From an optimization exercise on the open Yosys and OpenROAD flow, aimed at small area and a short achievable clock period; shortcuts taken in it are not production practice.
In this exercise RTL edits were held to simulation tests only and were not proved equivalent to the original.
Power and IR drop assume default switching activity.

==> run a: inputs <==
==> flow/design.v <==
module B_aoi222(a1, a2, b1, b2, c1, c2, y);
   input a1, a2, b1, b2, c1, c2;
   output y;
   assign y = ~((a1 & a2) | (b1 & b2) | (c1 & c2));
endmodule
module B_rdbit(sel, d, hit, hitn, wd, y);
   input [31:0] sel;
   input [31:0] d;
   input hit, hitn, wd;
   output y;
   wire [10:0] n;
   genvar g;
   generate
      for (g = 0; g < 10; g = g + 1) begin : g_aoi
         B_aoi222 u (.a1(sel[3*g]), .a2(d[3*g]), .b1(sel[3*g+1]), .b2(d[3*g+1]),
                     .c1(sel[3*g+2]), .c2(d[3*g+2]), .y(n[g]));
      end
   endgenerate
   B_aoi222 u10 (.a1(sel[30]), .a2(d[30]), .b1(sel[31]), .b2(d[31]),
                 .c1(hit), .c2(wd), .y(n[10]));
   wire p0 = ~(&n[3:0]);
   wire p1 = ~(&n[7:4]);
   wire p2 = ~(&n[10:8]);
   assign y = (p0 | p1 | p2) & (hitn | wd);
endmodule
module B_regFile(Clk, SrcRegA, SrcRegB, DestReg, WriteData, WE, DataA, DataB);
   input Clk;
   input [4:0] SrcRegA, SrcRegB;
   input [4:0] DestReg;
   input [31:0] WriteData;
   input WE;
   output [31:0] DataA, DataB;
   reg [31:0] REG_FILE [0:31];
   always @(posedge Clk)
      if (WE) REG_FILE[DestReg] <= WriteData;
   wire [31:0] selA = 32'd1 << SrcRegA;
   wire [31:0] selB = 32'd1 << SrcRegB;
   wire hitA = WE & (SrcRegA == DestReg);
   wire hitB = WE & (SrcRegB == DestReg);
   genvar k, b;
   generate
      for (b = 0; b < 32; b = b + 1) begin : g_bit
         wire [31:0] col;
         for (k = 0; k < 32; k = k + 1) begin : g_col
            wire [31:0] word = REG_FILE[k];
            assign col[k] = word[b];
         end
         B_rdbit ua (.sel(selA), .d(col), .hit(hitA), .hitn(~hitA), .wd(WriteData[b]), .y(DataA[b]));
         B_rdbit ub (.sel(selB), .d(col), .hit(hitB), .hitn(~hitB), .wd(WriteData[b]), .y(DataB[b]));
      end
   endgenerate
endmodule
==> flow/flow/run.sh <==
#!/bin/bash
# Own layout flow: the standard ORFS flow (standard.sh, unchanged
# synthesis, floorplan, power grid and routing) with three changes:
#  - ports are buffered with buf_2 rather than the resizer's default pick
#  - CTS inserts no dummy loads
#  - CTS uses clkbuf_8/clkbuf_16 and clusters up to 24 flip-flops per leaf buffer
set -euo pipefail
cd "$(dirname "$0")/.."
export BUFFER_PORTS_ARGS="-buffer_cell sky130_fd_sc_hd__buf_2"
export CTS_ARGS="-sink_clustering_enable -repair_clock_nets -dont_use_dummy_load -buf_list {sky130_fd_sc_hd__clkbuf_8 sky130_fd_sc_hd__clkbuf_16} -sink_clustering_size 24 -sink_clustering_max_diameter 60"
bash standard.sh finish > flow_make.log 2>&1
==> flow/standard.sh <==
#!/bin/bash
# synth_recipe.tcl (not shown) runs the flow's synth.tcl, then flattens the netlist and writes it again
# the make line also repeats each setting of config.mk as NAME=value (left out here)
make -C /OpenROAD-flow-scripts/flow DESIGN_CONFIG=/design/flow/config.mk WORK_HOME=/design/flow/orfs CLKGATE_MAP_FILE= SYNTH_SCRIPT=/design/flow/synth_recipe.tcl "${@:-finish}"
==> flow/config.mk <==
export PLATFORM = sky130hd
export DESIGN_NAME = B_regFile
export DESIGN_NICKNAME = B_regFile
export VERILOG_FILES = /design/flow/design.v
export SDC_FILE = /design/flow/constraint.sdc
export NUM_CORES = 4
export LEC_CHECK = 0
export CAP_MARGIN = 20
export CELL_PAD_IN_SITES_DETAIL_PLACEMENT = 1
export CORE_MARGIN = 2
export CORE_UTILIZATION = 40
export CTS_BUF_LIST = sky130_fd_sc_hd__clkbuf_8 sky130_fd_sc_hd__clkbuf_16
export SETUP_SLACK_MARGIN = 4.45
export SLEW_MARGIN = 20
export SYNTH_HIERARCHICAL = 1
==> flow/constraint.sdc <==
create_clock -name core_clock -period 11.0 [get_ports {Clk}]
set_input_delay 2.2000 -clock core_clock [delete_from_list [all_inputs] [get_ports {Clk}]]
set_output_delay 2.2000 -clock core_clock [all_outputs]
set_load 0.01 [all_outputs]
==> inputs of run b, as changes to run a <==
==> flow/design.v, changed modules only <==
   module B_regFile(Clk, SrcRegA, SrcRegB, DestReg, WriteData, WE, DataA, DataB);
   input Clk;
   input [5-1:0] SrcRegA, SrcRegB;
   input [5-1:0] DestReg;
   input [32-1:0] WriteData;
   input WE;
   output [32-1:0] DataA, DataB;
   reg [32-1:0]    REG_FILE [0:32-1];   
   integer 			i,j;
always @(negedge Clk)
       begin 
	if (WE) 
    	  REG_FILE[DestReg] <=  WriteData;
        end
   assign   DataA = REG_FILE[SrcRegA];
   assign   DataB = REG_FILE[SrcRegB];
endmodule
// module B_aoi222 removed
// module B_rdbit removed
==> flow/run.sh (new file) <==
#!/bin/bash
# synth_recipe.tcl (not shown) runs the flow's synth.tcl, then flattens the netlist and writes it again
# the make line also repeats each setting of config.mk as NAME=value (left out here)
make -C /OpenROAD-flow-scripts/flow DESIGN_CONFIG=/design/flow/config.mk WORK_HOME=/design/flow/orfs CLKGATE_MAP_FILE= SYNTH_SCRIPT=/design/flow/synth_recipe.tcl finish
==> flow/config.mk (replaced) <==
export PLATFORM = sky130hd
export DESIGN_NAME = B_regFile
export DESIGN_NICKNAME = B_regFile
export VERILOG_FILES = /design/flow/design.v
export SDC_FILE = /design/flow/constraint.sdc
export NUM_CORES = 4
export LEC_CHECK = 0
export CAP_MARGIN = 20
export CORE_MARGIN = 2
export CORE_UTILIZATION = 40
export SLEW_MARGIN = 20
removed: flow/flow/run.sh
removed: flow/standard.sh
==> qor summary <==
Slew Limit Headroom: run a 28.0%; run b 26.7%
Non-clock buffer count: run a 344; run b 206
Power drawn by the clock network: run a 2220 µW; run b 5470 µW
Proportion of final cell area spent on non-clock buffers: run a 8.04%; run b 3.70%
Status: run a finished clean; run b finished clean
Worst path arrival time: run a 4.52 ns; run b 8.32 ns
Clk pin slew, worst setup/hold paths: run a 0.10 ns; run b 0.03 ns
Via-to-Cell Ratio: run a 8.51; run b 5.65
Clock share of power: run a 30.9%; run b 51.2%
Synthesized-area fraction occupied by xor and xnor cells: run a 0.217%; run b 0%
Power consumption: run a 7180 µW; run b 10700 µW
Fraction of power spent switching nets: run a 23.4%; run b 29.1%
Number of nets in the synthesized netlist: run a 2203; run b 3436
Number of multi-input combinational cells in the layout: run a 1111; run b 2109
Critical Path Sink: run a DataA[2]; run b DataA[7]
Floorplan die height: run a 322 µm; run b 353 µm

========
==> v30: inputs <==
Starts from the design.v that is shown in full above.
clock: 11.0 ns
lec_check: 0
cap_margin: 20
core_margin: 2
core_utilization: 40
cts_buf_list: sky130_fd_sc_hd__clkbuf_8 sky130_fd_sc_hd__clkbuf_16
setup_slack_margin: 4.2
slew_margin: 20
synth_hierarchical: 1
standard.sh (not shown) runs the stock make flow with config.mk's settings and CLKGATE_MAP_FILE= SYNTH_SCRIPT=/design/flow/synth_recipe.tcl, a recipe that flattens the netlist after the stock synthesis.
==> flow/flow/run.sh <==
#!/bin/bash
# Own layout flow: the standard ORFS flow (standard.sh, unchanged
# synthesis, floorplan, power grid and routing) with three changes:
#  - ports are buffered with buf_2 rather than the resizer's default pick
#  - CTS inserts no dummy loads
#  - CTS uses clkbuf_8/clkbuf_16 and clusters up to 24 flip-flops per leaf buffer
set -euo pipefail
cd "$(dirname "$0")/.."
export BUFFER_PORTS_ARGS="-buffer_cell sky130_fd_sc_hd__buf_2"
export CTS_ARGS="-sink_clustering_enable -repair_clock_nets -dont_use_dummy_load -buf_list {sky130_fd_sc_hd__clkbuf_8 sky130_fd_sc_hd__clkbuf_16} -sink_clustering_size 24 -sink_clustering_max_diameter 60"
bash standard.sh finish > flow_make.log 2>&1
==> inputs of v1, as changes to v30 <==
==> flow/flow/run.sh (replaced) <==
#!/bin/bash
# Own layout flow: the standard ORFS flow (standard.sh, unchanged
# synthesis, floorplan, power grid and routing) with three changes:
#  - ports are buffered with buf_2 rather than the resizer's default pick
#  - CTS inserts no dummy loads
#  - CTS uses the buffers from CTS_BUF_LIST in config.mk
set -euo pipefail
cd "$(dirname "$0")/.."
export BUFFER_PORTS_ARGS="-buffer_cell sky130_fd_sc_hd__buf_2"
export CTS_ARGS="-sink_clustering_enable -repair_clock_nets -dont_use_dummy_load -buf_list {sky130_fd_sc_hd__clkbuf_4 sky130_fd_sc_hd__clkbuf_8}"
bash standard.sh finish > flow_make.log 2>&1
- CELL_PAD_IN_SITES_DETAIL_PLACEMENT: unset -> 1
- CTS_BUF_LIST: sky130_fd_sc_hd__clkbuf_8 sky130_fd_sc_hd__clkbuf_16 -> sky130_fd_sc_hd__clkbuf_4 sky130_fd_sc_hd__clkbuf_8
- SETUP_SLACK_MARGIN: 4.2 -> 4.45
==> inputs of v26, as changes to v30 <==
==> flow/design.v (replaced) <==
module B_aoi222(a1, a2, b1, b2, c1, c2, y);
   input a1, a2, b1, b2, c1, c2;
   output y;
   assign y = ~((a1 & a2) | (b1 & b2) | (c1 & c2));
endmodule
module B_rdbit(sel, d, y);
   input [32:0] sel;
   input [32:0] d;
   output y;
   wire [10:0] n;
   genvar g;
   generate
      for (g = 0; g < 11; g = g + 1) begin : g_aoi
         B_aoi222 u (.a1(sel[3*g]), .a2(d[3*g]), .b1(sel[3*g+1]), .b2(d[3*g+1]),
                     .c1(sel[3*g+2]), .c2(d[3*g+2]), .y(n[g]));
      end
   endgenerate
   assign y = ~(&n);
endmodule
module B_regFile(Clk, SrcRegA, SrcRegB, DestReg, WriteData, WE, DataA, DataB);
   input Clk;
   input [4:0] SrcRegA, SrcRegB;
   input [4:0] DestReg;
   input [31:0] WriteData;
   input WE;
   output [31:0] DataA, DataB;
   reg [31:0] REG_FILE [0:31];
   wire [31:0] wen = WE ? (32'd1 << DestReg) : 32'd0;
   always @(posedge Clk)
      if (WE) REG_FILE[DestReg] <= WriteData;
   genvar k, b;
   wire [31:0] decA = 32'd1 << SrcRegA;
   wire [31:0] decB = 32'd1 << SrcRegB;
   wire [32:0] selA = {WE & (SrcRegA == DestReg), decA & ~wen};
   wire [32:0] selB = {WE & (SrcRegB == DestReg), decB & ~wen};
   generate
      for (b = 0; b < 32; b = b + 1) begin : g_bit
         wire [32:0] col;
         for (k = 0; k < 32; k = k + 1) begin : g_col
            wire [31:0] word = REG_FILE[k];
            assign col[k] = word[b];
         end
         assign col[32] = WriteData[b];
         B_rdbit ua (.sel(selA), .d(col), .y(DataA[b]));
         B_rdbit ub (.sel(selB), .d(col), .y(DataB[b]));
      end
   endgenerate
endmodule
==> flow/run.sh (new file) <==
#!/bin/bash
# synth_recipe.tcl (not shown) runs the flow's synth.tcl, then flattens the netlist and writes it again
# the make line also repeats each setting of config.mk as NAME=value (left out here)
make -C /OpenROAD-flow-scripts/flow DESIGN_CONFIG=/design/flow/config.mk WORK_HOME=/design/flow/orfs CLKGATE_MAP_FILE= SYNTH_SCRIPT=/design/flow/synth_recipe.tcl finish
- CTS_BUF_LIST: sky130_fd_sc_hd__clkbuf_8 sky130_fd_sc_hd__clkbuf_16 -> unset
- SETUP_SLACK_MARGIN: 4.2 -> unset
removed: flow/flow/run.sh
removed: flow/standard.sh
==> qor summary <==
Final worst-path cycle share: v1 61.35%; v30 62.21%; v26 82.32%
Global-route wire length before repair: v1 248900 um; v30 219600 um; v26 207600 um
Y dimension of the die: v1 321.9 um; v30 321.9 um; v26 321.6 um
Multi-input gate share of the layout cell area: v1 21.10%; v30 22.69%; v26 21.12%
Sequential-cell power consumption: v1 4.37 mW; v30 4.36 mW; v26 4.36 mW
Post-synthesis share of cell area spent on xor and xnor gates: v1 0.2167%; v30 0.2167%; v26 0.2170%
Initial core utilization: v1 40.36%; v30 40.36%; v26 40.36%
Delay of the slowest cell on the worst path: v1 0.45 ns; v30 0.49 ns; v26 0.99 ns
Proportion of cell area occupied by registers: v1 62.07%; v30 67.39%; v26 64.24%
Result of the run: v1 timing/DRC/antenna clean; v30 timing/DRC/antenna clean; v26 timing/DRC/antenna clean
Ratio of cells with drive above 1 in the final layout: v1 25.37%; v30 16.36%; v26 14.88%
Fraction of the mapped netlist area in compound gates: v1 19.02%; v30 19.02%; v26 17.46%
Final setup slack of the worst path: v1 4.252 ns; v30 4.157 ns; v26 1.945 ns
Post-Syn Area: v1 0.04042 mm2; v30 0.04042 mm2; v26 0.04036 mm2

-- static timing again, ports no longer ideal --
How much do the figures lean on ideal ports? The routed layouts below were timed once more, with nothing changed but the port constraints.
Step 1: set_driving_cell puts a clkbuf_16 on Clk and a buf_2 on each other input, an assumption about the parent block.
Step 2 also shifts input and output timing later by t, the mid clock arrival at the registers, as if the neighbouring blocks saw the same clock.
a / b / c = ideal / step 1 / step 2; a / b = the first two.
| run | shift t [ns] | setup WS [ns] | hold slack, ns | worst setup path after step 2 | worst register clock-pin slew, ns |
|---|---|---|---|---|---|
| run a | 0.758 | 4.284 / 4.149 / 4.149 | 2.039 / 1.991 / 2.749 | input to output | 0.10 / 0.10 |
| v30 | 0.708 | 4.157 / 4.128 / 4.128 | 2.063 / 2.015 / 2.723 | input to output | 0.10 / 0.10 |
| v1 | 0.917 | 4.252 / 4.113 / 4.113 | 1.875 / 1.835 / 2.752 | input to output | 0.08 / 0.08 |
| v26 | 0.724 | 1.945 / 1.917 / 1.917 | 2.090 / 2.043 / 2.766 | input to output | 0.07 / 0.07 |
After both steps setup and hold are still met in every run listed. For v1, which loses most, drivers alone change the setup slack by -0.139 ns; drivers and shift together by -0.139 ns.
